Context: an optimization exercise on an open-source flow, tuned for small area and a short achievable clock period. The choices shown serve that exercise and are no tape-out recipe.
Function was checked by simulation only, so behaviour that the tests miss may differ from the original.
Power and IR drop assume default switching activity.

==> inputs of trial 92 <==
// int_controller
module int_controller(FrameIn, SyncVB, SelBlank, WE0, WE1, Buf0Empty, Buf1Empty,
		WData, CSDisplay, VBOut, AILOut, AIPOut, clock, reset);
==> flow/config.mk <==
export PLATFORM = sky130hd
export DESIGN_NAME = int_controller
export DESIGN_NICKNAME = int_controller
export VERILOG_FILES = /design/flow/design.v
export SDC_FILE = /design/flow/constraint.sdc
export NUM_CORES = 8
export LEC_CHECK = 0
export CAP_MARGIN = 35
export CORE_MARGIN = 2
export CORE_UTILIZATION = 40
export CTS_CLUSTER_DIAMETER = 90
export CTS_CLUSTER_SIZE = 25
export PLACE_DENSITY = 0.75
export SLEW_MARGIN = 35
==> flow/constraint.sdc <==
create_clock -name core_clock -period 9.0 [get_ports {clock}]
set_input_delay 1.8000 -clock core_clock [delete_from_list [all_inputs] [get_ports {clock}]]
set_output_delay 1.8000 -clock core_clock [all_outputs]
set_load 0.01 [all_outputs]
standard.sh (not shown) runs the stock make flow with config.mk's settings and CLKGATE_MAP_FILE= SYNTH_SCRIPT=/design/flow/synth_recipe.tcl, a recipe that flattens the netlist after the stock synthesis.
==> flow/flow/run.sh <==
#!/bin/bash
set -euo pipefail
bash standard.sh SETUP_SLACK_MARGIN=6.0 finish > layout.log 2>&1
==> inputs of build 37, as changes to trial 92 <==
==> flow/flow/run.sh (replaced) <==
#!/bin/bash
set -euo pipefail
R=orfs/results/sky130hd/int_controller/base
bash standard.sh SETUP_SLACK_MARGIN=6.0 place > layout_place.log 2>&1
cp $R/3_place.odb $R/3_place_unmoved.odb
IN_ODB=$R/3_place_unmoved.odb OUT_ODB=$R/3_place.odb openroad -exit flow/move_out_flops.tcl > move.log 2>&1
bash standard.sh SETUP_SLACK_MARGIN=6.0 finish > layout_finish.log 2>&1
==> flow/flow/move_out_flops.tcl (new file) <==
# Move each flip-flop that drives only an output port's buffer next to
# that buffer, then legalize. Reads and writes the odb named by env.
read_db $::env(IN_ODB)
set block [ord::get_db_block]
set moved 0
foreach bt [$block getBTerms] {
  if {[$bt getIoType] ne "OUTPUT"} continue
  set net [$bt getNet]
  set buf ""
  foreach it [$net getITerms] { if {[$it isOutputSignal]} { set buf [$it getInst] } }
  if {$buf eq ""} continue
  set in ""
  foreach it [$buf getITerms] { if {[$it isInputSignal]} { set in [$it getNet] } }
  if {$in eq ""} continue
  set drv ""; set nload 0
  foreach it [$in getITerms] { if {[$it isOutputSignal]} { set drv [$it getInst] } else { incr nload } }
  if {$drv eq "" || $nload > 2} continue
  if {![string match "*df*" [[$drv getMaster] getName]]} continue
  set loc [$buf getLocation]
  $drv setLocation [lindex $loc 0] [lindex $loc 1]
  incr moved
  puts "moved [$drv getName] to buffer [$buf getName] of [$bt getName]"
}
puts "MOVED $moved"
detailed_placement
check_placement
write_db $::env(OUT_ODB)
- CTS_CLUSTER_DIAMETER: 90 -> 60
- PLACE_DENSITY: 0.75 -> not set
==> inputs of build 34, as changes to trial 92 <==
--- a/flow/design.v
+++ b/flow/design.v
@@ -1,24 +1,24 @@
-module Pixel_Counter(Px1, clock, reset, ResetPx, IncPx);
+module Pixel_Counter(PxOut,clock, reset, ResetPx, IncPx);
 input clock,reset,ResetPx,IncPx;
-output reg[4:0] Px1;
+output reg[3:0] PxOut;
 always @(posedge clock)
 begin
-	if(reset) Px1 <= 5'd1;
-	else if(ResetPx) Px1 <= 5'd1;
-	else if(IncPx) Px1 <= (Px1 == 5'd16) ? 5'd1 : Px1 + 5'd1;
+	if(reset) PxOut <= 4'b0000;
+	else if(ResetPx) PxOut <= 4'b0000;
+	else if(IncPx) PxOut <= PxOut+4'b0001;
 end
 endmodule
-module Line_Counter(Ln1, clock, reset, ResetLine, IncLine);
+module Line_Counter(LineOut, clock, reset, ResetLine, IncLine);
 input clock,reset,ResetLine,IncLine;
-output reg[4:0] Ln1;
+output reg[3:0] LineOut;
 always @(posedge clock)
 begin
-	if(reset) Ln1 <= 5'd1;
-	else if(ResetLine) Ln1 <= 5'd1;
-	else if(IncLine) Ln1 <= (Ln1 == 5'd16) ? 5'd1 : Ln1 + 5'd1;
+	if(reset) LineOut <= 4'b0;
+	else if(ResetLine) LineOut <= 4'b0;
+	else if(IncLine)LineOut <= LineOut+4'b0001; 
 end
 endmodule
 module Addr0_Counter(lo_n, mid_n, hi_n, clock, reset, ResetAddr0, IncAddr0);
 input clock,reset,ResetAddr0,IncAddr0;
 output reg [3:0] lo_n, mid_n;
 output reg [7:0] hi_n;
@@ -103,26 +103,24 @@
 input [23:0] WData;
 input WE0, clock, reset;
 input [3:0] lo, mid;
 input [7:0] hi;
 reg [2399:0] buff0;
 reg [6:0] i;
-output reg [95:0] out_data;
-reg [95:0] rd;
+output reg [23:0] out_data;
+reg [23:0] rd;
 integer k;
 always @(*)
 begin
-	rd = 96'b0;
+	rd = 24'b0;
 	for (k = 0; k < 100; k = k + 1)
-		rd[(k/32)*24 +: 24] = rd[(k/32)*24 +: 24] | (buff0[k*24 +: 24] & {24{lo[k%4] & mid[(k/4)%4] & hi[k/16]}});
+		rd = rd | (buff0[k*24 +: 24] & {24{lo[k%4] & mid[(k/4)%4] & hi[k/16]}});
 end
 wire hit = WE0 & lo[i[1:0]] & mid[i[3:2]] & hi[i[6:4]];
-integer g;
 always@(posedge clock)
-	for (g = 0; g < 4; g = g + 1)
-		out_data[g*24 +: 24] <= (hit && i[6:5] == g) ? WData : rd[g*24 +: 24];
+	out_data <= hit ? WData : rd;
 genvar r;
 generate
 	for (r = 0; r < 100; r = r + 1) begin : row
 		always@(posedge clock)
 			if (WE0 && i == r) buff0[r*24 +: 24] <= WData;
 	end
@@ -150,26 +148,24 @@
 input [23:0] WData;
 input WE1, clock, reset;
 input [3:0] lo, mid;
 input [7:0] hi;
 reg [2399:0] buff1;
 reg [6:0] i;
-output reg [95:0] out_data;
-reg [95:0] rd;
+output reg [23:0] out_data;
+reg [23:0] rd;
 integer k;
 always @(*)
 begin
-	rd = 96'b0;
+	rd = 24'b0;
 	for (k = 0; k < 100; k = k + 1)
-		rd[(k/32)*24 +: 24] = rd[(k/32)*24 +: 24] | (buff1[k*24 +: 24] & {24{lo[k%4] & mid[(k/4)%4] & hi[k/16]}});
+		rd = rd | (buff1[k*24 +: 24] & {24{lo[k%4] & mid[(k/4)%4] & hi[k/16]}});
 end
 wire hit = WE1 & lo[i[1:0]] & mid[i[3:2]] & hi[i[6:4]];
-integer g;
 always@(posedge clock)
-	for (g = 0; g < 4; g = g + 1)
-		out_data[g*24 +: 24] <= (hit && i[6:5] == g) ? WData : rd[g*24 +: 24];
+	out_data <= hit ? WData : rd;
 genvar r;
 generate
 	for (r = 0; r < 100; r = r + 1) begin : row
 		always@(posedge clock)
 			if (WE1 && i == r) buff1[r*24 +: 24] <= WData;
 	end
@@ -213,24 +209,21 @@
 	if(SelR1) B1 = red_pix1;
 	else if(SelG1) B1 = green_pix1;
 	else if(SelB1) B1 = blue_pix1;
 	else B1 = 8'b0;
 end
 endmodule
-module frame_mux(FrameIn,Q0,Q1,SelR0,SelG0,SelB0,SelR1,SelG1,SelB1,SelBuf0,SelBlank,SelBuf1,
-		rgb,Px1,AIPOut,RE0,RE1,CSDisplay,reset,clock);
+module frame_mux(FrameIn,P0,P1,SelR0,SelG0,SelB0,SelR1,SelG1,SelB1,SelBuf0,SelBlank,SelBuf1,
+		rgb,PxOut,AIPOut,RE0,RE1,CSDisplay,reset,clock);
 output reg[7:0] FrameIn;
-input [95:0] Q0,Q1;
-wire [23:0] P0 = Q0[23:0] | Q0[47:24] | Q0[71:48] | Q0[95:72];
-wire [23:0] P1 = Q1[23:0] | Q1[47:24] | Q1[71:48] | Q1[95:72];
+input [23:0] P0,P1;
 input SelR0,SelG0,SelB0,SelR1,SelG1,SelB1,SelBuf0,SelBlank,SelBuf1;
 input [1:0] rgb;
-input [4:0] Px1;
-input [3:0] AIPOut;
+input [3:0] PxOut, AIPOut;
 input RE0,RE1,CSDisplay,reset,clock;
-wire le = (AIPOut == 4'd0) | (Px1 <= {1'b0, AIPOut});
+wire le = (AIPOut == 4'd0) | (PxOut < AIPOut);
 wire [7:0] H0, H1;
 mux_buf0 mb0 (H0, SelR0, SelG0, SelB0, P0[23:16], P0[15:8], P0[7:0]);
 mux_buf1 mb1 (H1, SelR1, SelG1, SelB1, P1[23:16], P1[15:8], P1[7:0]);
 wire [7:0] C0, C1;
 mux_buf0 mc0 (C0, rgb == 2'd0, rgb == 2'd1, rgb == 2'd2, P0[23:16], P0[15:8], P0[7:0]);
 mux_buf1 mc1 (C1, rgb == 2'd0, rgb == 2'd1, rgb == 2'd2, P1[23:16], P1[15:8], P1[7:0]);
@@ -248,22 +241,15 @@
 		else FrameIn <= SelBuf1 ? H1 : 8'b0;
 	end
 	else if(CSDisplay) FrameIn <= 8'b0;
 end
 endmodule
 module controller_buff0(RE0, WE0, RE1, WE1, SelR0, SelG0, SelB0, SelR1, SelG1, SelB1, SelBuf0, SelBlank, SelBuf1, IncPx, ResetPx, IncLine, ResetLine, SyncVB, Buf0Empty, Buf1Empty, IncAddr0, ResetAddr0, IncAddr1, ResetAddr1, row0_99, row1_99, ph,
-			Px1, Ln1, VBOut, AIPOut, AILOut, CSDisplay, clock, reset);
+			PxOut, LineOut, VBOut, AIPOut, AILOut, CSDisplay, clock, reset);
 output reg RE0, WE0, RE1, WE1, SelR0, SelG0, SelB0, SelR1, SelG1, SelB1, SelBuf0, SelBlank, SelBuf1, IncPx, ResetPx, IncLine, ResetLine, SyncVB, Buf0Empty, Buf1Empty, IncAddr0, ResetAddr0, IncAddr1, ResetAddr1;
-input [3:0] VBOut, AILOut, AIPOut;
-input [4:0] Px1, Ln1;
-wire px_lt = (AIPOut == 4'd0) | (Px1 < {1'b0, AIPOut});
-wire px_eq = (Px1 == {1'b0, AIPOut});
-wire al_lt = (AILOut == 4'd0) | (Ln1 < {1'b0, AILOut});
-wire al_eq = (Ln1 == {1'b0, AILOut});
-wire vb_lt = (VBOut == 4'd0) | (Ln1 < {1'b0, VBOut});
-wire vb_eq = (Ln1 == {1'b0, VBOut});
+input [3:0] VBOut, AILOut, AIPOut, PxOut, LineOut;
 input row0_99, row1_99;
 input clock, reset, CSDisplay;
 reg[8:0] counter;
 parameter zero = 9'b0;
 reg buf_select;
 output reg [1:0] ph;
@@ -347,13 +333,13 @@
 	  	SyncVB_n = 1'b0;
   	  end
 	if(RE0)
 	begin
 		SelBlank_n = 0;
 		SelBuf0_n = 1;
-		if(px_lt)
+		if(PxOut < AIPOut - 1)
 	  	begin
 			if(rgb_count == 0)			
 			begin
 				SelR0_n = 1;
 				SelB0_n = 0;
 				SelG0_n = 0;
@@ -380,13 +366,13 @@
 				SelBuf0_n = 1;
 				RE0_n = 1;
 				IncPx_n =1;
 				IncAddr0_n = 0;
 			end
 	 	end
-		else if(px_eq)			
+		else if(PxOut == AIPOut - 1)			
 		begin
 			if(rgb_count == 0)			
 			begin
 				SelR0_n = 1;
 				SelB0_n = 0;
 				SelG0_n = 0;
@@ -407,13 +393,13 @@
 				IncPx_n = 0;
 				ResetPx_n = 0;
 				IncLine_n = 0;
 				ResetLine_n = 0;
 				RE0_n = 1;
 				IncAddr0_n = 1;
-				if(al_eq)	
+				if(LineOut == AILOut - 1)	
 				begin
 					ResetAddr0_n =1;
 				end
 			end
 			else if(rgb_count == 2)			
 			begin
@@ -421,19 +407,19 @@
 				IncPx_n = 0;
 				SelB0_n = 1;
 				SelR0_n = 0;
 				SelG0_n = 0;
 				SelBuf0_n = 1;
 				IncAddr0_n = 0;
-				if(al_lt)	
+				if(LineOut < AILOut - 1)	
 				begin
 					IncLine_n = 1;
 					SelBlank_n = 0;
 					ResetLine_n = 0;
 				end
-				else if(al_eq)				
+				else if(LineOut == AILOut - 1)				
 				begin
 					ResetLine_n = 1;
 					ResetAddr0_n = 0;
 					ph_n = 2'd0;
 					counter_n = 9'b111111111;			 
 					buf_select_n = buf_select + 1;                     
@@ -443,13 +429,13 @@
 		end    
 	end  
 	else if(RE1)
 	begin
 		SelBlank_n = 0;
 		SelBuf1_n = 1;
-		if(px_lt)
+		if(PxOut < AIPOut - 1)
 	  	begin
 	  		if(rgb_count == 0)			
 			begin
 				SelR1_n = 1;
 				SelB1_n = 0;
 				SelG1_n = 0;
@@ -476,13 +462,13 @@
 				SelBuf1_n = 1;
 				RE1_n = 1;
 				IncPx_n =1;
 				IncAddr1_n = 0;
 			end
 	 	end
-		else if(px_eq)			
+		else if(PxOut == AIPOut - 1)			
 		begin
 			if(rgb_count == 0)			
 			begin
 				SelR1_n = 1;
 				SelB1_n = 0;
 				SelG1_n = 0;
@@ -503,13 +489,13 @@
 				IncPx_n = 0;
 				ResetPx_n = 0;
 				IncLine_n = 0;
 				ResetLine_n = 0;
 				RE1_n = 1;
 				IncAddr1_n = 1;
-				if(al_eq)	
+				if(LineOut == AILOut - 1)	
 				begin
 					ResetAddr1_n =1;
 				end
 			end
 			else if(rgb_count == 2)			
 			begin
@@ -517,19 +503,19 @@
 				IncPx_n = 0;
 				SelB1_n = 1;
 				SelR1_n = 0;
 				SelG1_n = 0;
 				SelBuf1_n = 1;
 				IncAddr1_n = 0;
-				if(al_lt)	
+				if(LineOut < AILOut - 1)	
 				begin
 					IncLine_n = 1;
 					SelBlank_n = 0;
 					ResetLine_n = 0;
 				end
-				else if(al_eq)				
+				else if(LineOut == AILOut - 1)				
 				begin
 					ResetLine_n = 1;
 					ResetAddr1_n = 0; 
 					ph_n = 2'd0;
 					counter_n = 9'b111111111;			 
 					buf_select_n = buf_select + 1;                      
@@ -541,27 +527,27 @@
 	else 
 	begin
 	SelBuf1_n = 0;
 	SelBuf0_n = 0;
 	if(rgb_count == 2)
 		begin
-			if(px_lt)       				
+			if(PxOut < AIPOut - 1)       				
 			begin
 				IncPx_n =1;
 				SelBlank_n = 1;
 			end
-			else if(px_eq)			    
+			else if(PxOut == AIPOut -1)			    
 			begin
-				if(vb_lt)			 
+				if(LineOut < VBOut - 1)			 
 				begin
 					ResetPx_n = 1;
 					IncPx_n = 0;
 					IncLine_n = 1;
 					SelBlank_n =1;
 				end
-				else if(vb_eq)				 
+				else if(LineOut == VBOut -1)				 
 				begin
 					ResetPx_n =1 ;
 					ResetLine_n = 1;
 					IncLine_n = 0;
 					IncPx_n = 0;
 					if(buf_select%2 == 0) RE0_n = 1;			 
@@ -628,26 +614,25 @@
 input clock, reset,CSDisplay;
 input[3:0] VBOut,AILOut,AIPOut;
 input [23:0] WData;
 output [7:0] FrameIn;
 output SyncVB, SelBlank, WE0, WE1, Buf0Empty, Buf1Empty;
 wire clock,CSDisplay,reset;
-wire [3:0] VBOut, AIPOut, AILOut ;
-wire [4:0] Px1, Ln1;
+wire [3:0] PxOut, LineOut, VBOut, AIPOut, AILOut ;
 wire IncPx, ResetPx, IncLine, ResetLine,ResetAddr0,IncAddr0,ResetAddr1, IncAddr1,RE0, WE0, SelR0, SelG0, SelB0, RE1, WE1, SelR1, SelG1, SelB1, SelBuf0,SelBlank,SelBuf1;
 wire [1:0] ph;
 wire [3:0] lo0, mid0, lo1, mid1;
 wire [7:0] hi0, hi1;
 wire row0_99, row1_99;
-wire [95:0] rd0, rd1;
+wire [23:0] rd0, rd1;
 wire[7:0] FrameIn;
-Pixel_Counter pc (Px1,clock, reset, ResetPx, IncPx);
-Line_Counter  lc (Ln1, clock, reset, ResetLine, IncLine);
+Pixel_Counter pc (PxOut,clock, reset, ResetPx, IncPx);
+Line_Counter  lc (LineOut, clock, reset, ResetLine, IncLine);
 Addr0_Counter ac0(lo0, mid0, hi0, clock, reset, ResetAddr0, IncAddr0);
 buf0 b0 (rd0, row0_99, WData, WE0, lo0, mid0, hi0, clock, reset);
 Addr1_Counter ac1(lo1, mid1, hi1, clock, reset, ResetAddr1, IncAddr1);
 buf1 b1 (rd1, row1_99, WData, WE1, lo1, mid1, hi1, clock, reset);
 frame_mux fm (FrameIn,rd0,rd1,SelR0,SelG0,SelB0,SelR1,SelG1,SelB1,SelBuf0,SelBlank,SelBuf1,
-		ph,Px1,AIPOut,RE0,RE1,CSDisplay,reset,clock);
+		ph,PxOut,AIPOut,RE0,RE1,CSDisplay,reset,clock);
  controller_buff0 cb(RE0, WE0, RE1, WE1, SelR0, SelG0, SelB0, SelR1, SelG1, SelB1, SelBuf0, SelBlank, SelBuf1, IncPx, ResetPx, IncLine, ResetLine, SyncVB, Buf0Empty, Buf1Empty, IncAddr0, ResetAddr0, IncAddr1, ResetAddr1, row0_99, row1_99, ph,
-			Px1, Ln1, VBOut, AIPOut, AILOut, CSDisplay, clock, reset);
+			PxOut, LineOut, VBOut, AIPOut, AILOut, CSDisplay, clock, reset);
 endmodule
==> flow/run.sh (new file) <==
#!/bin/bash
# synth_recipe.tcl (not shown) runs the flow's synth.tcl, then flattens the netlist and writes it again
# the make line also repeats each setting of config.mk as NAME=value (left out here)
make -C /OpenROAD-flow-scripts/flow DESIGN_CONFIG=/design/flow/config.mk WORK_HOME=/design/flow/orfs CLKGATE_MAP_FILE= SYNTH_SCRIPT=/design/flow/synth_recipe.tcl finish
- CAP_MARGIN: 35 -> 20
- CTS_CLUSTER_DIAMETER: 90 -> not set
- CTS_CLUSTER_SIZE: 25 -> not set
- PLACE_DENSITY: 0.75 -> not set
- SLEW_MARGIN: 35 -> 20
removed: flow/flow/run.sh
removed: flow/standard.sh
==> summary of the runs <==
- Build 37 completed with no timing, DRC or antenna violations. Build 34 completed and failed the layout checks on max-capacitance violations, max-slew violations. Trial 92 produced a clean layout.
- Count of clock-buffer cells in the layout: build 37 is higher than trial 92 (2).
- Worst setup slack: trial 92 is lower than build 37 (0.050 ns).
- Hold slack: build 34 < build 37 < trial 92.
- Against trial 92, the sequential share of layout area of build 34 is lower by 2.7 points.
==> figures <==
Run status: build 34 finished with violations; trial 92 timing/DRC/antenna clean; build 37 timing/DRC/antenna clean
Violated checks: build 34 max-capacitance violations, max-slew violations; trial 92 -; build 37 -
Number of gates resized after cts: build 34 0; trial 92 383; build 37 448
Ratio of layout area to synthesized area: build 34 1.166x; trial 92 1.136x; build 37 1.167x
Fmax: build 34 153 MHz; trial 92 286 MHz; build 37 290 MHz
Clock group: build 34 0.0205 W; trial 92 0.0123 W; build 37 0.0185 W
Final Worst Setup Slack: build 34 2.47 ns; trial 92 5.50 ns; build 37 5.55 ns
P_seq: build 34 0.0254 W; trial 92 0.0260 W; build 37 0.0260 W
Placed instance count: build 34 16800; trial 92 16900; build 37 16900
Static leakage power: build 34 65.9 nW; trial 92 65.1 nW; build 37 67.9 nW
Number of placement rows: build 34 248; trial 92 249; build 37 249

==> static timing again, ports no longer ideal <==
The flow's constraints put no driver on any port. The routed layouts listed below were extracted and timed again, unchanged, in two steps.
Step 1 (the two cells are an assumption about what drives the block):
set clk [get_ports {clock}]
set_driving_cell -lib_cell sky130_fd_sc_hd__clkbuf_16 $clk
set_driving_cell -lib_cell sky130_fd_sc_hd__buf_2 [delete_from_list [all_inputs] $clk]
Step 2 also shifts input and output timing later by t, the mid clock arrival at the registers, as if the neighbouring blocks saw the same clock.
Three values: ideal ports, drivers, drivers and shift; two values: the first two.
run	t (ns)	setup WS [ns]	slew at the worst register clock pin (ns)
trial 92	1.100	5.504 / 5.399 / 5.024	0.11 / 0.11
build 37	1.133	5.554 / 5.416 / 4.654	0.09 / 0.09
build 34	1.216	2.467 / 2.467 / 2.467	0.07 / 0.07
The setup slack of build 37, which loses most, moves by -0.138 ns with the drivers and by -0.900 ns with both steps.
